This is an optimization exercise on Yosys and OpenROAD, whose aim is small area, not a production implementation.
RTL that was checked went through simulation tests only; none was proved equivalent to the original.
No functional check of the RTL was part of run 2.

==> flow/design.v (outline; a module is shown in full before it is edited, if it fits) <==
// module pe: 1204 lines
// module addsub: 147 lines
// module summation_tree: 1075 lines
// module simd_proc: 147 lines
module simd_proc (
    input  logic         clk,
    input  logic         rstn,
    input  logic         start,
    output logic         stop,
    output logic [10:0]  instr_addr,
    input  logic [15:0]  instr_dout,
    output logic         instr_en,
    output logic [3:0]   mat_a_addr,
    input  logic [511:0] mat_a_dout,
    output logic         mat_a_en,
    output logic [3:0]   mat_b_addr,
    input  logic [511:0] mat_b_dout,
    output logic         mat_b_en,
    output logic [3:0]   mat_res_addr,
    output logic [511:0] mat_res_din,
    output logic         mat_res_en
);
  // ...
==> flow/run.sh <==
#!/bin/bash
# synth_recipe.tcl (not shown) runs the flow's synth.tcl, then flattens the netlist and writes it again
# the make line also repeats each setting of config.mk as NAME=value (left out here)
make -C /OpenROAD-flow-scripts/flow DESIGN_CONFIG=/design/flow/config.mk WORK_HOME=/design/flow/orfs CLKGATE_MAP_FILE= SYNTH_SCRIPT=/design/flow/synth_recipe.tcl finish
==> flow/config.mk <==
export PLATFORM = sky130hd
export DESIGN_NAME = simd_proc
export DESIGN_NICKNAME = simd_proc
export VERILOG_FILES = /design/flow/design.v
export SDC_FILE = /design/flow/constraint.sdc
export NUM_CORES = 4
export LEC_CHECK = 0
export CAP_MARGIN = 20
export CORE_MARGIN = 2
export CORE_UTILIZATION = 55
export PLACE_DENSITY = 0.68
export SLEW_MARGIN = 20
==> flow/constraint.sdc <==
create_clock -name core_clock -period 12.0 [get_ports {clk}]
set_input_delay 2.4000 -clock core_clock [delete_from_list [all_inputs] [get_ports {clk}]]
set_output_delay 2.4000 -clock core_clock [all_outputs]
set_load 0.01 [all_outputs]
==> summary.txt, run 1 <==
Run status
  • Outcome: timing/DRC/antenna clean

Setup path
  • Critical Path RT: 12.77 ns
  • Worst reg2reg path depth: 32
  • Setup crit end kind: flop
  • CP startpoint: mat_b_dout[327]
  • Worst path buffer plus inverter count: 5

Final layout
  • Non-clk buf share: 8.97%
  • Proportion of layout cells with a drive suffix above 1: 9.56%
  • Final nets: 25100
  • Fillers: 30700
  • Layout Cells excl Fill: 25900

Global routing
  • Vias in the first global route: 157000
  • Met3 global-route usage: 13.1%
  • Grt met2 use: 67.0%

Routing
  • DRT iter0 DRCs: 18000

Floorplanning
  • Core area: 372000 sq um
  • Die height: 616 um

Logic synthesis
  • Area contributors post-synth: fa_1, edfxtp_1, xnor2_1
  • Simple-gate portion of the synthesized area: 3.81%

Clock network
  • Setup bufs post-CTS: 0

STA
  • Worst Max-Slew Pin Slew: 1.30 ns
==> module addsub, before the edit <==
module addsub (
    input  logic [31:0] a,
    input  logic [31:0] b,
    input  logic sub,
    output logic [31:0] p
);
  wire [31:0] bx = b ^ {32{sub}};
  wire [31:0] hp = a ^ bx;
  wire [31:0] hg = a & bx;
  wire g0c = hg[0] | (hp[0] & sub);
  wire cg1 = hg[1] | (hp[1] & g0c);
  wire cp1 = hp[1] & hp[0];
  wire cg2 = hg[3] | (hp[3] & hg[2]);
  wire cp2 = hp[3] & hp[2];
  wire cg3 = hg[5] | (hp[5] & hg[4]);
  wire cp3 = hp[5] & hp[4];
  wire cg4 = hg[7] | (hp[7] & hg[6]);
  wire cp4 = hp[7] & hp[6];
  wire cg5 = hg[9] | (hp[9] & hg[8]);
  wire cp5 = hp[9] & hp[8];
  wire cg6 = hg[11] | (hp[11] & hg[10]);
  wire cp6 = hp[11] & hp[10];
  wire cg7 = hg[13] | (hp[13] & hg[12]);
  wire cp7 = hp[13] & hp[12];
  wire cg8 = hg[15] | (hp[15] & hg[14]);
  wire cp8 = hp[15] & hp[14];
  wire cg9 = hg[17] | (hp[17] & hg[16]);
  wire cp9 = hp[17] & hp[16];
  wire cg10 = hg[19] | (hp[19] & hg[18]);
  wire cp10 = hp[19] & hp[18];
  wire cg11 = hg[21] | (hp[21] & hg[20]);
  wire cp11 = hp[21] & hp[20];
  wire cg12 = hg[23] | (hp[23] & hg[22]);
  wire cp12 = hp[23] & hp[22];
  wire cg13 = hg[25] | (hp[25] & hg[24]);
  wire cp13 = hp[25] & hp[24];
  wire cg14 = hg[27] | (hp[27] & hg[26]);
  wire cp14 = hp[27] & hp[26];
  wire cg15 = hg[29] | (hp[29] & hg[28]);
  wire cp15 = hp[29] & hp[28];
  wire cg16 = cg2 | (cp2 & cg1);
  wire cp16 = cp2 & cp1;
  wire cg17 = cg4 | (cp4 & cg3);
  wire cp17 = cp4 & cp3;
  wire cg18 = cg6 | (cp6 & cg5);
  wire cp18 = cp6 & cp5;
  wire cg19 = cg8 | (cp8 & cg7);
  wire cp19 = cp8 & cp7;
  wire cg20 = cg10 | (cp10 & cg9);
  wire cp20 = cp10 & cp9;
  wire cg21 = cg12 | (cp12 & cg11);
  wire cp21 = cp12 & cp11;
  wire cg22 = cg14 | (cp14 & cg13);
  wire cp22 = cp14 & cp13;
  wire cg23 = cg17 | (cp17 & cg16);
  wire cp23 = cp17 & cp16;
  wire cg24 = cg19 | (cp19 & cg18);
  wire cp24 = cp19 & cp18;
  wire cg25 = cg21 | (cp21 & cg20);
  wire cp25 = cp21 & cp20;
  wire cg26 = cg24 | (cp24 & cg23);
  wire cp26 = cp24 & cp23;
  wire cg27 = cg25 | (cp25 & cg26);
  wire cp27 = cp25 & cp26;
  wire cg28 = cg18 | (cp18 & cg23);
  wire cp28 = cp18 & cp23;
  wire cg29 = cg20 | (cp20 & cg26);
  wire cp29 = cp20 & cp26;
  wire cg30 = cg22 | (cp22 & cg27);
  wire cp30 = cp22 & cp27;
  wire cg31 = cg3 | (cp3 & cg16);
  wire cp31 = cp3 & cp16;
  wire cg32 = cg5 | (cp5 & cg23);
  wire cp32 = cp5 & cp23;
  wire cg33 = cg7 | (cp7 & cg28);
  wire cp33 = cp7 & cp28;
  wire cg34 = cg9 | (cp9 & cg26);
  wire cp34 = cp9 & cp26;
  wire cg35 = cg11 | (cp11 & cg29);
  wire cp35 = cp11 & cp29;
  wire cg36 = cg13 | (cp13 & cg27);
  wire cp36 = cp13 & cp27;
  wire cg37 = cg15 | (cp15 & cg30);
  wire cp37 = cp15 & cp30;
  wire cg38 = hg[2] | (hp[2] & cg1);
  wire cp38 = hp[2] & cp1;
  wire cg39 = hg[4] | (hp[4] & cg16);
  wire cp39 = hp[4] & cp16;
  wire cg40 = hg[6] | (hp[6] & cg31);
  wire cp40 = hp[6] & cp31;
  wire cg41 = hg[8] | (hp[8] & cg23);
  wire cp41 = hp[8] & cp23;
  wire cg42 = hg[10] | (hp[10] & cg32);
  wire cp42 = hp[10] & cp32;
  wire cg43 = hg[12] | (hp[12] & cg28);
  wire cp43 = hp[12] & cp28;
  wire cg44 = hg[14] | (hp[14] & cg33);
  wire cp44 = hp[14] & cp33;
  wire cg45 = hg[16] | (hp[16] & cg26);
  wire cp45 = hp[16] & cp26;
  wire cg46 = hg[18] | (hp[18] & cg34);
  wire cp46 = hp[18] & cp34;
  wire cg47 = hg[20] | (hp[20] & cg29);
  wire cp47 = hp[20] & cp29;
  wire cg48 = hg[22] | (hp[22] & cg35);
  wire cp48 = hp[22] & cp35;
  wire cg49 = hg[24] | (hp[24] & cg27);
  wire cp49 = hp[24] & cp27;
  wire cg50 = hg[26] | (hp[26] & cg36);
  wire cp50 = hp[26] & cp36;
  wire cg51 = hg[28] | (hp[28] & cg30);
  wire cp51 = hp[28] & cp30;
  wire cg52 = hg[30] | (hp[30] & cg37);
  wire cp52 = hp[30] & cp37;
  assign p[0] = hp[0] ^ sub;
  assign p[1] = hp[1] ^ g0c;
  assign p[2] = hp[2] ^ cg1;
  assign p[3] = hp[3] ^ cg38;
  assign p[4] = hp[4] ^ cg16;
  assign p[5] = hp[5] ^ cg39;
  assign p[6] = hp[6] ^ cg31;
  assign p[7] = hp[7] ^ cg40;
  assign p[8] = hp[8] ^ cg23;
  assign p[9] = hp[9] ^ cg41;
  assign p[10] = hp[10] ^ cg32;
  assign p[11] = hp[11] ^ cg42;
  assign p[12] = hp[12] ^ cg28;
  assign p[13] = hp[13] ^ cg43;
  assign p[14] = hp[14] ^ cg33;
  assign p[15] = hp[15] ^ cg44;
  assign p[16] = hp[16] ^ cg26;
  assign p[17] = hp[17] ^ cg45;
  assign p[18] = hp[18] ^ cg34;
  assign p[19] = hp[19] ^ cg46;
  assign p[20] = hp[20] ^ cg29;
  assign p[21] = hp[21] ^ cg47;
  assign p[22] = hp[22] ^ cg35;
  assign p[23] = hp[23] ^ cg48;
  assign p[24] = hp[24] ^ cg27;
  assign p[25] = hp[25] ^ cg49;
  assign p[26] = hp[26] ^ cg36;
  assign p[27] = hp[27] ^ cg50;
  assign p[28] = hp[28] ^ cg30;
  assign p[29] = hp[29] ^ cg51;
  assign p[30] = hp[30] ^ cg37;
  assign p[31] = hp[31] ^ cg52;
endmodule
==> module simd_proc, before the edit <==
module simd_proc (
    input  logic         clk,
    input  logic         rstn,
    input  logic         start,
    output logic         stop,
    output logic [10:0]  instr_addr,
    input  logic [15:0]  instr_dout,
    output logic         instr_en,
    output logic [3:0]   mat_a_addr,
    input  logic [511:0] mat_a_dout,
    output logic         mat_a_en,
    output logic [3:0]   mat_b_addr,
    input  logic [511:0] mat_b_dout,
    output logic         mat_b_en,
    output logic [3:0]   mat_res_addr,
    output logic [511:0] mat_res_din,
    output logic         mat_res_en
);
localparam logic [3:0] LOAD_A = 4'd1, LOAD_B = 4'd2, ADD = 4'd3, SUB = 4'd4,
                       MUL = 4'd5, DOT = 4'd6, BRES1 = 4'd7, BRES2 = 4'd8,
                       STORE = 4'd9, STOP = 4'd10;
wire [3:0] iop = instr_dout[3:0];
wire       clear = !rstn || start;
logic [10:0] pc;
logic        running;
always_ff @(posedge clk) begin
    if (!rstn) begin
        pc <= '0;
        running <= 1'b0;
    end else if (running) begin
        if (iop == STOP) begin
            pc <= '0;
            running <= 1'b0;
        end else begin
            pc <= pc + 11'd1;
        end
    end else if (start) begin
        pc <= '0;
        running <= 1'b1;
    end
end
assign instr_addr = pc;
assign instr_en   = 1'b1;
assign mat_a_en   = (iop == LOAD_A);
assign mat_a_addr = instr_dout[7:4];
assign mat_b_en   = (iop == LOAD_B);
assign mat_b_addr = instr_dout[7:4];
logic op_mul, op_add, op_sub, op_br1, op_br2, op_st, op_sp;
always_ff @(posedge clk) begin
    if (clear) begin
        {op_mul, op_add, op_sub, op_br1, op_br2, op_st, op_sp} <= '0;
    end else begin
        op_mul <= (iop == MUL) || (iop == DOT);
        op_add <= (iop == ADD);
        op_sub <= (iop == SUB);
        op_br1 <= (iop == BRES1);
        op_br2 <= (iop == BRES2);
        op_st  <= (iop == STORE);
        op_sp  <= (iop == STOP);
    end
end
logic [3:0] waddr;
always_ff @(posedge clk) begin
    if (iop == STORE) waddr <= instr_dout[7:4];
end
logic d0_br1, d0_br2, d0_st, d0_sp;
logic d1_br1, d1_br2, d1_st, d1_sp;
logic d2_br1, d2_br2, d2_st, d2_sp;
logic d3_br2, d3_st, d3_sp;
always_ff @(posedge clk) begin
    if (clear) begin
        {d0_br1, d0_br2, d0_st, d0_sp} <= '0;
        {d1_br1, d1_br2, d1_st, d1_sp} <= '0;
        {d2_br1, d2_br2, d2_st, d2_sp} <= '0;
        {d3_br2, d3_st, d3_sp} <= '0;
    end else begin
        {d0_br1, d0_br2, d0_st, d0_sp} <= {op_br1, op_br2, op_st, op_sp};
        {d1_br1, d1_br2, d1_st, d1_sp} <= {d0_br1, d0_br2, d0_st, d0_sp};
        {d2_br1, d2_br2, d2_st, d2_sp} <= {d1_br1, d1_br2, d1_st, d1_sp};
        {d3_br2, d3_st, d3_sp} <= {d2_br2, d2_st, d2_sp};
    end
end
logic cd1, cd2, cd3;
always_ff @(posedge clk) begin
    cd1 <= clear;
    cd2 <= cd1;
    cd3 <= cd2;
end
assign stop       = d3_sp;
assign mat_res_en = d3_st;
assign mat_res_addr = waddr;
logic [511:0] pe_out;
logic [255:0] mlo;
logic [255:0] mres;
genvar i;
generate
    for (i = 0; i < 8; i++) begin : g_mul
        pe u_mul (
            .a(op_mul ? mat_a_dout[32*(i+8) +: 32] : mat_a_dout[32*i +: 32]),
            .b(op_mul ? mat_b_dout[32*(i+8) +: 32] : mat_b_dout[32*i +: 32]),
            .p(mres[32*i +: 32])
        );
    end
    for (i = 0; i < 16; i++) begin : g_lane
        logic [31:0] as_out, m_out;
        addsub u_as (
            .a  (mat_a_dout[32*i +: 32]),
            .b  (mat_b_dout[32*i +: 32]),
            .sub(op_sub),
            .p  (as_out)
        );
        if (i < 8) begin : g_lo
            assign m_out = mlo[32*i +: 32];
        end else begin : g_hi
            assign m_out = mres[32*(i-8) +: 32];
        end
        assign pe_out[32*i +: 32] = ({32{op_mul}} & m_out) | ({32{op_add || op_sub}} & as_out);
    end
endgenerate
always_ff @(posedge clk) begin
    if (!op_mul) mlo <= mres;
end
logic [511:0] q;
always_ff @(posedge clk) q <= pe_out;
logic [31:0] acc, acc_sum, acc_d1, acc_d2, acc_d3;
summation_tree u_sum (
    .q  (q),
    .acc(d0_br2 ? 32'd0 : acc),
    .p  (acc_sum)
);
always_ff @(posedge clk) begin
    acc <= (clear || cd1) ? 32'd0 : acc_sum;
    acc_d1 <= acc;
    acc_d2 <= acc_d1;
    acc_d3 <= acc_d2;
end
logic [511:0] prow;
always_ff @(posedge clk) begin
    if ((op_br1 && !d0_st) || cd2) prow <= q;
end
logic [511:0] res;
always_ff @(posedge clk) begin
    if ((d2_br1 && !d3_st) || cd3) res <= prow;
    else if (d3_br2) res <= {acc_d3, res[511:32]};
end
assign mat_res_din = res;
endmodule
==> inputs of run 2 (changes only) <==
==> flow/design.v (replaced) <==
module pe (
    input logic clk,
    input logic [31:0] a,
    input logic [31:0] b,
    input logic [3:0] opcode,
    output logic [31:0] out
);
typedef enum logic [3:0] {NOP, LOAD_A, LOAD_B, ADD, SUB, MUL, DOT, BUFFER_RES_1, BUFFER_RES_2,STORE, STOP} OPCODE; 
always_comb begin
    unique0 case(opcode)
        NOP: out = 0;
        LOAD_A: out = 0;
        LOAD_B: out = 0;
        ADD: out = a + b;
        SUB: out = a - b;
        MUL: out = a * b;
        DOT: out = a * b;
        BUFFER_RES_1: out = 0;
        BUFFER_RES_2: out = 0;
        STORE: out = 0;
        STOP: out = 0;
        default: out = 0;
    endcase
end
endmodule
module addsub (
    input logic clk,rst,
    input logic [31:0] a,
    input logic [31:0] b,
    output logic [31:0] out
);
reg [31:0] result_reg;
always_ff @(posedge clk) begin
    if(rst) begin
        result_reg <= 0;
    end else begin
        result_reg <= a + b;
    end
end
assign out = result_reg;
endmodule
module summation_tree #(
    parameter PE_ELEMENTS = 4,  
    parameter DATA_LEN = 32    
)(
    input  logic [PE_ELEMENTS-1:0][DATA_LEN-1:0] pe_out,
    input  logic                clk,
    input  logic                rstn,
    output logic [DATA_LEN-1:0] sum_out
);
    localparam NUM_STAGES = $clog2(PE_ELEMENTS);  
    logic [NUM_STAGES-1:0][PE_ELEMENTS-1:0][DATA_LEN-1:0] sumstage;
    genvar i, j;
    generate
        for (i = 0; i < PE_ELEMENTS; i++) begin : init_stage
            assign sumstage[0][i] = pe_out[i];
        end
    endgenerate
    generate
        for (i = 1; i < NUM_STAGES; i++) begin : summation_stages
            localparam VAR = PE_ELEMENTS >> i;  
            for (j = 0; j < VAR; j++) begin : adders
                addsub adder (
                    .clk(clk),
                    .rst(!rstn),
                    .a(sumstage[i-1][2*j]),
                    .b(sumstage[i-1][2*j+1]),
                    .out(sumstage[i][j])
                );
            end
        end
    endgenerate
    addsub lastadder (
                    .clk(clk),
                    .rst(!rstn),
                    .a(sumstage[NUM_STAGES-1][0]),
                    .b(sumstage[NUM_STAGES-1][1]),
                    .out(sum_out)
    );
endmodule
module execute_stage#(
    parameter PE_ELEMENTS = 4,
    parameter  DATA_LEN = 32,
    localparam OPCODE_LEN = 4
)(
    input logic rstn, clk,
    input logic [OPCODE_LEN-1:0] opcode,
    input logic [PE_ELEMENTS-1:0][DATA_LEN-1:0]data_a,
    input logic [PE_ELEMENTS-1:0][DATA_LEN-1:0]data_b,
    output logic [PE_ELEMENTS-1:0][DATA_LEN-1:0] result_stage_1,
    output logic result_stage_1_valid,
    output logic [DATA_LEN-1:0] result_stage_2,
    output logic result_stage_2_valid,
    output logic store_result,
    output logic stop
);
localparam NUM_STAGES = $clog2(PE_ELEMENTS);  
typedef enum logic [OPCODE_LEN-1:0] {NOP, LOAD_A, LOAD_B, ADD, SUB, MUL, DOT, BUFFER_RES_1, BUFFER_RES_2,STORE, STOP} OPCODE; 
logic [(PE_ELEMENTS-1):0][DATA_LEN-1:0] pe_stage_1_output_buffer[NUM_STAGES]; 
logic [OPCODE_LEN-1:0] opcode_buffer[NUM_STAGES];
logic [PE_ELEMENTS-1:0][DATA_LEN-1:0] pe_out;
logic [DATA_LEN-1:0] sum_out;
logic [DATA_LEN-1:0] acc_output;
logic [DATA_LEN-1:0] acc_output_hold;
genvar i;
generate
    for (i = 0; i < PE_ELEMENTS; i++) begin : pe_inst
        pe pe_instance (
            .clk(clk),
            .a(data_a[i]),
            .b(data_b[i]),
            .opcode(opcode),
            .out(pe_out[i])
        );
    end
endgenerate
summation_tree #(
    .PE_ELEMENTS(PE_ELEMENTS),  
    .DATA_LEN(DATA_LEN)    
) sum_tree (
    .pe_out(pe_out),
    .clk(clk),
    .rstn(rstn),
    .sum_out(sum_out)
);
addsub adder4(
    .clk(clk),
    .rst(!rstn),
    .a(sum_out),
    .b(acc_output),
    .out(acc_output_hold)
);
always @(posedge clk) begin
    if (!rstn) begin
        for (int i = 0; i < NUM_STAGES; i++) begin
            for (int j = 0; j < PE_ELEMENTS; j++) begin
                pe_stage_1_output_buffer[i][j] <= '0;
            end
        end
    end else begin
        for (int j = 0; j < PE_ELEMENTS; j++) begin
            pe_stage_1_output_buffer[0][j] <= pe_out[j];
        end
        for (int i = 1; i < NUM_STAGES; i++) begin
            for (int j = 0; j < PE_ELEMENTS; j++) begin
                pe_stage_1_output_buffer[i][j] <= pe_stage_1_output_buffer[i-1][j];
            end
        end
    end
end
always@(posedge clk) begin
    if (!rstn) begin
        for (int i = 0; i < NUM_STAGES; i++) begin
            opcode_buffer[i] <= '0;
        end
    end else begin
        opcode_buffer[0] <= opcode;  
        for (int i = 1; i < NUM_STAGES; i++) begin
            opcode_buffer[i] <= opcode_buffer[i-1];
        end
    end
end
assign result_stage_1 = pe_stage_1_output_buffer[NUM_STAGES-1];
assign result_stage_2 = acc_output_hold;
assign result_stage_1_valid = opcode_buffer[NUM_STAGES-2] == BUFFER_RES_1;
assign result_stage_2_valid = opcode_buffer[NUM_STAGES-1] == BUFFER_RES_2;
assign store_result = opcode_buffer[NUM_STAGES-1] == STORE;
assign stop = opcode_buffer[NUM_STAGES-1] == STOP;
always_comb begin
    acc_output = (opcode_buffer[NUM_STAGES-1] == BUFFER_RES_2) ? 0 : acc_output_hold;
end
endmodule
module mem_stage#(
    parameter PE_ELEMENTS = 4,
    parameter DMEM_DEPTH = 1024,
    parameter DATA_LEN = 32,
    localparam DRAM_ADDR_WIDTH  = $clog2(DMEM_DEPTH/PE_ELEMENTS)
)(
    input logic rstn, clk,
    input logic [PE_ELEMENTS-1:0][DATA_LEN-1:0] result_stage_1,
    input logic result_stage_1_valid,
    input logic [DATA_LEN-1:0] result_stage_2,
    input logic result_stage_2_valid,
    input store_result,
    input logic [DRAM_ADDR_WIDTH-1:0]write_addr,
    output logic [DRAM_ADDR_WIDTH-1:0] mat_res_addr,
    output logic [PE_ELEMENTS-1:0][DATA_LEN-1:0] mat_res_din,
    output logic mat_res_en
);
logic [PE_ELEMENTS-1:0][DATA_LEN-1:0] result;
always_ff@(posedge clk) begin
    if (!rstn) begin
        result <= 0;
    end
    else if (result_stage_1_valid && !store_result)
        result <= result_stage_1;
    else if (result_stage_2_valid && !store_result) begin
        result[PE_ELEMENTS-1] <= result_stage_2;
        for (int i=1; i<PE_ELEMENTS; i++) begin
            result[i-1] <= result[i];
        end
    end
end
assign mat_res_addr = write_addr;
assign mat_res_din = result;
assign mat_res_en = store_result;
endmodule
module decode_stage#(
    parameter PE_ELEMENTS = 4,
    parameter DMEM_DEPTH = 1024,
    parameter DATA_LEN = 32,
    localparam DMEM_ADDR_WIDTH  = $clog2(DMEM_DEPTH/PE_ELEMENTS)
)(
    input logic rstn, clk,
    input logic [11:0] imem_read_data,
    output logic [3:0] opcode,
    output logic [PE_ELEMENTS-1:0][DATA_LEN-1:0]data_a,
    output logic [PE_ELEMENTS-1:0][DATA_LEN-1:0]data_b,
    output logic [DMEM_ADDR_WIDTH-1:0]write_addr,
    output logic [(DMEM_ADDR_WIDTH-1):0] mat_a_addr,
    input logic [PE_ELEMENTS-1:0][DATA_LEN-1:0] mat_a_dout,
    output logic mat_a_en,
    output logic [(DMEM_ADDR_WIDTH-1):0] mat_b_addr,
    input logic [PE_ELEMENTS-1:0][DATA_LEN-1:0] mat_b_dout,
    output logic mat_b_en
);
localparam OPCODE_LEN = 4;
typedef enum logic [OPCODE_LEN-1:0] {NOP, LOAD_A, LOAD_B, ADD, SUB, MUL, DOT, BUFFER_RES_1, BUFFER_RES_2,STORE, STOP} OPCODE; 
logic rena, renb,write_addr_buf_en ;
logic [OPCODE_LEN-1:0] opcode_buffer;
logic [DMEM_ADDR_WIDTH-1:0] write_addr_buffer;
always_comb begin
    unique0 case (imem_read_data[OPCODE_LEN-1:0])
        STOP: begin
            rena = 0;
            renb = 0;
            write_addr_buf_en = 0; 
        end
        LOAD_A: begin
            rena = 1;
            renb = 0;
            write_addr_buf_en = 0; 
        end
        LOAD_B: begin
            rena = 0;
            renb = 1;
            write_addr_buf_en = 0; 
        end
        ADD: begin
            rena = 0;
            renb = 0;
            write_addr_buf_en = 0; 
        end
        SUB: begin
            rena = 0;
            renb = 0;
            write_addr_buf_en = 0;  
        end
        MUL: begin
            rena = 0;
            renb = 0;
            write_addr_buf_en = 0; 
        end
        DOT: begin
            rena = 0;
            renb = 0;
            write_addr_buf_en = 0;  
        end
        BUFFER_RES_1: begin
            rena = 0;
            renb = 0;
            write_addr_buf_en = 0;  
        end
        BUFFER_RES_2: begin
            rena = 0;
            renb = 0;
            write_addr_buf_en = 0; 
        end
        STORE: begin
            rena = 0;
            renb = 0;
            write_addr_buf_en = 1;  
        end
        default: begin
            rena = 0;
            renb = 0;
            write_addr_buf_en = 0;  
        end
    endcase
end
always_ff@(posedge clk) begin
    if (!rstn) begin
        write_addr_buffer <= 0;
    end else if (write_addr_buf_en == 1) begin
        write_addr_buffer <= imem_read_data[11:OPCODE_LEN];
    end
end
always_ff@(posedge clk) begin
    if (!rstn) begin
        opcode_buffer <= 0;
    end else begin 
        opcode_buffer <= imem_read_data[OPCODE_LEN-1:0];
    end
end
assign mat_a_en = rena;
assign mat_a_addr = imem_read_data[11:4];
assign data_a = mat_a_dout;
assign mat_b_en = renb;
assign mat_b_addr = imem_read_data[11:4];
assign data_b = mat_b_dout;
assign opcode = opcode_buffer;
assign write_addr = write_addr_buffer;
endmodule
module fetch_stage#(
    parameter  IMEM_DEPTH = 2048,
    localparam PC_LEN  = $clog2(2*IMEM_DEPTH)
)(
    input logic rstn, clk, start,
    output logic [11:0] imem_read_data,
    output logic [(PC_LEN-1):0] instr_addr,
    input logic [15:0] instr_dout,
    output logic instr_en
);
localparam ILEN = 12;  
localparam OPCODE_LEN = 4;
logic [PC_LEN-1:0] pc;
logic start_buffer;
assign imem_read_data = instr_dout[11:0];
assign instr_en = 1'b1;
always_ff@(posedge clk) begin
    if (!rstn) begin
        pc <= 0;
        start_buffer <= 0;
    end
    else begin
        if (start_buffer == 1) begin
            if (imem_read_data[OPCODE_LEN-1:0] != 4'b1010)
                pc <= pc + 1;
            else begin
                start_buffer <= 0;
                pc <= 0;
            end
        end
        else begin
            if (start == 1) begin
                pc <= 0;
                start_buffer <= 1;
            end
        end 
    end 
end
assign instr_addr = pc;
endmodule
module proc #(
    parameter PE_ELEMENTS = 4,
    parameter DMEM_DEPTH = 1024,
    parameter IMEM_DEPTH = 2048,
    parameter DATA_LEN = 32   
)(
    input logic rstn, clk, start,
    output logic stop,
    output logic [($clog2(2*IMEM_DEPTH)-1):0] instr_addr,
    input logic [15:0] instr_dout,
    output logic instr_en,
    output logic [($clog2(DMEM_DEPTH/PE_ELEMENTS)-1):0] mat_a_addr,
    input logic [PE_ELEMENTS-1:0][DATA_LEN-1:0] mat_a_dout,
    output logic mat_a_en,
    output logic [($clog2(DMEM_DEPTH/PE_ELEMENTS)-1):0] mat_b_addr,
    input logic [PE_ELEMENTS-1:0][DATA_LEN-1:0] mat_b_dout,
    output logic mat_b_en,
    output logic [($clog2(DMEM_DEPTH/PE_ELEMENTS)-1):0] mat_res_addr,
    output logic [PE_ELEMENTS-1:0][DATA_LEN-1:0] mat_res_din,
    output logic mat_res_en 
);
localparam OPCODE_LEN = 4;
localparam PC_LEN  = $clog2(2*IMEM_DEPTH);
logic [11:0] imem_read_data;
logic [OPCODE_LEN-1:0] opcode;
logic [PE_ELEMENTS-1:0][DATA_LEN-1:0]data_a;
logic [PE_ELEMENTS-1:0][DATA_LEN-1:0]data_b;
logic [($clog2(DMEM_DEPTH/PE_ELEMENTS)-1):0]write_addr;
logic [PE_ELEMENTS-1:0][DATA_LEN-1:0] result_stage_1;
logic result_stage_1_valid;
logic [DATA_LEN-1:0] result_stage_2;
logic result_stage_2_valid;
logic store_result;
fetch_stage #(
    .IMEM_DEPTH(IMEM_DEPTH)
) fetch (
    .rstn(rstn),
    .clk(clk),
    .start(start),
    .imem_read_data(imem_read_data),
    .instr_addr(instr_addr),
    .instr_dout(instr_dout),
    .instr_en(instr_en)
);
decode_stage #(
    .PE_ELEMENTS(PE_ELEMENTS),
    .DMEM_DEPTH(DMEM_DEPTH),
    .DATA_LEN(DATA_LEN)
)decode(
    .rstn(rstn & !start),
    .clk(clk),
    .imem_read_data(imem_read_data),
    .opcode(opcode),
    .data_a(data_a),
    .data_b(data_b),
    .write_addr(write_addr),
    .mat_a_addr(mat_a_addr),
    .mat_a_dout(mat_a_dout),
    .mat_a_en(mat_a_en),
    .mat_b_addr(mat_b_addr),
    .mat_b_dout(mat_b_dout),
    .mat_b_en(mat_b_en)
);
execute_stage#(
    .PE_ELEMENTS(PE_ELEMENTS),
    .DATA_LEN(DATA_LEN)
) execute(
    .rstn(rstn & !start),
    .clk(clk),
    .opcode(opcode),
    .data_a(data_a),
    .data_b(data_b),
    .result_stage_1(result_stage_1),
    .result_stage_1_valid(result_stage_1_valid),
    .result_stage_2(result_stage_2),
    .result_stage_2_valid(result_stage_2_valid),
    .store_result(store_result),
    .stop(stop)  
);
mem_stage #(
    .PE_ELEMENTS(PE_ELEMENTS),
    .DMEM_DEPTH(DMEM_DEPTH),
    .DATA_LEN(DATA_LEN)
)mem(
    .rstn(rstn & !start),
    .clk(clk),
    .result_stage_1(result_stage_1),
    .result_stage_1_valid(result_stage_1_valid),
    .result_stage_2(result_stage_2),
    .result_stage_2_valid(result_stage_2_valid),
    .store_result(store_result),
    .write_addr(write_addr),
    .mat_res_addr(mat_res_addr),
    .mat_res_din(mat_res_din),
    .mat_res_en(mat_res_en)
);
endmodule
module simd_proc (
    input  logic         clk,
    input  logic         rstn,
    input  logic         start,
    output logic         stop,
    output logic [10:0]  instr_addr,
    input  logic [15:0]  instr_dout,
    output logic         instr_en,
    output logic [3:0]   mat_a_addr,
    input  logic [511:0] mat_a_dout,
    output logic         mat_a_en,
    output logic [3:0]   mat_b_addr,
    input  logic [511:0] mat_b_dout,
    output logic         mat_b_en,
    output logic [3:0]   mat_res_addr,
    output logic [511:0] mat_res_din,
    output logic         mat_res_en
);
proc #(
    .PE_ELEMENTS(16),
    .DMEM_DEPTH(256),
    .IMEM_DEPTH(1024),
    .DATA_LEN(32)
) processor (
    .rstn(rstn),
    .clk(clk),
    .start(start),
    .stop(stop),
    .instr_addr(instr_addr),
    .instr_dout(instr_dout),
    .instr_en(instr_en),
    .mat_a_addr(mat_a_addr),
    .mat_a_dout(mat_a_dout),
    .mat_a_en(mat_a_en),
    .mat_b_addr(mat_b_addr),
    .mat_b_dout(mat_b_dout),
    .mat_b_en(mat_b_en),
    .mat_res_addr(mat_res_addr),
    .mat_res_din(mat_res_din),
    .mat_res_en(mat_res_en)
);
endmodule
==> flow/config.mk (replaced) <==
export PLATFORM = sky130hd
export DESIGN_NAME = simd_proc
export DESIGN_NICKNAME = simd_proc
export VERILOG_FILES = /design/flow/design.v
export SDC_FILE = /design/flow/constraint.sdc
export NUM_CORES = 4
export LEC_CHECK = 0
export CAP_MARGIN = 20
export CORE_MARGIN = 2
export CORE_UTILIZATION = 40
export PLACE_DENSITY = 0.6
export SLEW_MARGIN = 20
==> summary.txt, run 2 <==
Run status
  • Outcome: timing/DRC/antenna clean

STA
  • RSZ-0062 raised after global routing: no
  • Worst Skew: 0.0905 ns
  • Worst Max-Slew Pin Slew: 1.34 ns (+0.0447 ns)
  • Setup violations, final: 0
  • Relative slew slack: 10.3%
  • Tcrit/Tclk final: 93.6%
  • Slew Viols, Final: 0
  • Minimum hold slack: 0.366 ns
  • Fmax: 89.1 MHz
  • Worst setup margin: 0.774 ns
  • Min Tclk post-route: 11.23 ns
  • Fin. Hold Viols: 0

Logic synthesis
  • Post-synth ARST share: 0%
  • Leading area contributor after synthesis: fa_1
  • Unique cell type count in the Yosys netlist: 108
  • Warnings from Yosys: 8
  • Most used flip-flop cell after synthesis: dfxtp_1
  • Area contributors post-synth: fa_1, dfxtp_1, and2_1
  • Synth top area share: 32.8%
  • Top cells by count, synth: and2_1, inv_1, fa_1
  • Count leader, synth: and2_1
  • Mapped Nets: 55400
  • Number of flops mapped to enable cells by yosys: 0
  • Seq/Total Area, Yosys: 15.6%
  • Cell Area, Synth: 400000 sq um
  • Synth Area per Inst: 8.93 sq um
  • Synth Register Bits: 3108
  • Synth Instances: 44800

Final layout
  • Layout Cells excl Fill: 60100 (+130%)
  • Area Growth Syn to Fin: 13.6%
  • FF/Latch Area: 62200 sq um
  • Most common cell after layout, fill and taps aside: and2_1
  • Fin util: 45.5%
  • Commonest cells after routing, fill and taps aside: and2_1, inv_1, fa_1
  • Final nets: 57000 (+130%)
  • Fillers: 96500 (+210%)
  • Multi-input gate area: 304000 sq um
  • Proportion of layout cells with a drive suffix above 1: 6.04% (-3.5 points)
  • Post-route cell area: 454000 sq um

Routing
  • Via density per instance: 5.30
  • DRC Markers: 0
  • Routed Antenna Nets: 0
  • DRT iter0 DRCs: 24100 (+34%)
  • WL/cell: 25.8 um
  • Pre-Repair DR Iteration Count: 6
  • Via count: 319000
  • WL final: 1550000 um

Placement
  • Pre-CTS setup slack: -0.116 ns
  • Post-placement cell count: 59400
  • Port Buf Inserts: 1573
  • GP Congestion: 1.01
  • Post-DP Area: 442000 sq um
  • Dpl hpwl: 1290000 um

Setup path
  • CP startpoint: mat_b_dout[386]
  • R2r startpoint: processor.decode.opcode_buffer[3]$_SDFF_PN0_
  • Critical path type: in2reg
  • Worst reg2reg path depth: 29 (-9.4%)
  • Setup crit end kind: flop
  • Crit Path Max Fanout: 33
  • Cell mode on critical path: fa_1
  • CP max-delay cell: o22ai_1
  • Worst R2R Setup Slack: 3.24 ns
  • Worst path arrival time: 12.07 ns
  • Critical Path Start Type: input pin
  • CP max stage delay: 0.88 ns
  • Critical Path RT: 12.85 ns (+0.08 ns)

Global routing
  • Gr ovfl total: 0
  • First-pass GRT wire length: 2260000 um
  • Pin count of the biggest net entering global routing: 300
  • Total Routing Usage GR: 30.4%
  • Initial antenna violation count: 253
  • Vias in the first global route: 335000 (+110%)

Hold path
  • WHS Endpoint: processor.execute.pe_stage_1_output_buffer[2][16]$_SDFF_PN0_
  • WHS Path Cells: 1
  • Hold path startpoint: processor.execute.pe_stage_1_output_buffer[1][16]$_SDFF_PN0_
  • Hold WC Path Type: reg2reg

Clock network
  • Hold_buf cts: 0
  • CTS tree: built
  • Setup bufs post-CTS: 0 (unchanged)
  • H-tree depth: 5
  • CTS buffer count: 328
  • Post-CTS sizing: 0
  • Worst-path clk slew: 0.06 ns
  • Root buffer cell: clkbuf_16
  • Clock tree buffer depth: 4
  • Clock Latency Late Sink: 1.00 ns
  • Sinks on Clock Net: 3108

Floorplanning
  • Die area: 1010000 sq um
  • Die height: 1000 um (+63%)
  • Die width: 1000 um
  • I/O pin count: 1583
  • Core area: 997000 sq um (+170%)
  • Initial Util: 40.1%
  • Rows: 367

Flow run
  • Max-cap viol count: 0
==> run 2: cell count changes in the layout (fill, tap and decap cells not counted), moves of 746 or more <==
cell,before,now
a21oi_1,256,1183
a22oi_1,779,33
and2_1,42,6751
ha_1,1069,2993
nand2_1,735,5471
inv_1,2952,6707
edfxtp_1,1284,0
buf_4,648,1862
dfxtp_1,674,3108
fa_1,2410,6560
a22o_1,1224,148
nor2_1,189,1729
==> run 2: routing by layer <==
metal	wire [um]	global-route usage [%]	up-vias
li1	-	-	141000
met1	597000	36.9	162000
met2	690000	48.0	12200
met3	123000	6.47	3089
met4	138000	21.7	62
met5	391	0	-
==> run 2: cells by family (layout without fill, tap and decap cells) <==
| group | count (synthesis) | after routing | share of synthesized area [%] |
|---|---|---|---|
| compound gates | 4894 | 4894 | 8.21 |
| xor+xnor | 2600 | 2600 | 5.71 |
| buf+inv | 9085 | 11000 | 8.54 |
| flops | 3108 | 3108 | 15.6 |
| mux | 27 | 27 | 0.0676 |
| other cells | 1 | 152 | 0.000938 |
| fa+ha+maj | 9553 | 9553 | 42.2 |
| simple gates | 15500 | 15500 | 19.7 |
==> run 2: layout make-up <==
class,count,area share [%]
antenna,151,0.0832
clock buffer,431,2.02
clock inverter,156,0.492
inverter,6708,5.54
multi-input combinational,32600,66.9
sequential,3108,13.7
tap,13300,3.66
timing repair buffer,3680,7.62
==> run 2: stage by stage <==
step           TNS [ns]
2_1_floorplan         0
3_3_place_gp     -0.869
3_5_place_dp     -0.277
4_1_cts               0
5_1_grt               0
6_report              0
==> run 2: worst max-delay path: cells and delay by family <==
kind	cells	cell delay (ns)
adders and majority gates	10	4.21
xor gates and xnor gates	3	0.52
and+or+nand+nor	4	0.82
buffers and inverters	6	0.94
AOI/OAI and AO/OA	13	3.07
==> run 2: worst max path at each step <==
| stage | depth (start not counted) | slack [ns] | end |
|---|---|---|---|
| finish | 36 | 0.77 | flop |
| global route | 38 | 0.40 | flop |
| CTS | 37 | 0.80 | flop |
| detailed placement | 37 | -0.12 | flop |
| global placement | 36 | -0.38 | flop |
| floorplan | 36 | 0.77 | flop |

what the ideal ports hide:
In the flow no input, the clock included, has a driving cell. The finished layouts below were timed again as built, in two steps. Step 1 assumes that a clkbuf_16 drives the clock port and a buf_2 every other input. Step 2 moves the port delays by t, midway between the first and last clock arrival at a register: inputs arrive t later, outputs are due t later. That takes back most of the time a late clock gives input paths. Three values: ideal ports, drivers, drivers and shift; two values: the first two.
run | t (ns) | slack for setup (ns) | hold WS [ns] | slew at the worst register clock pin (ns)
run 1 | 1.014 | 1.271 / 1.294 / 0.281 | 0.279 / 0.279 / 0.279 | 0.08 / 0.08
run 2 | 1.060 | 0.774 / 0.740 / -0.320 | 0.366 / 0.366 / 0.366 | 0.07 / 0.07
With both steps, setup timing fails in run 2, where it was met with ideal ports. The setup slack of run 2, which loses most, moves by -0.034 ns with the drivers and by -1.094 ns with both steps.
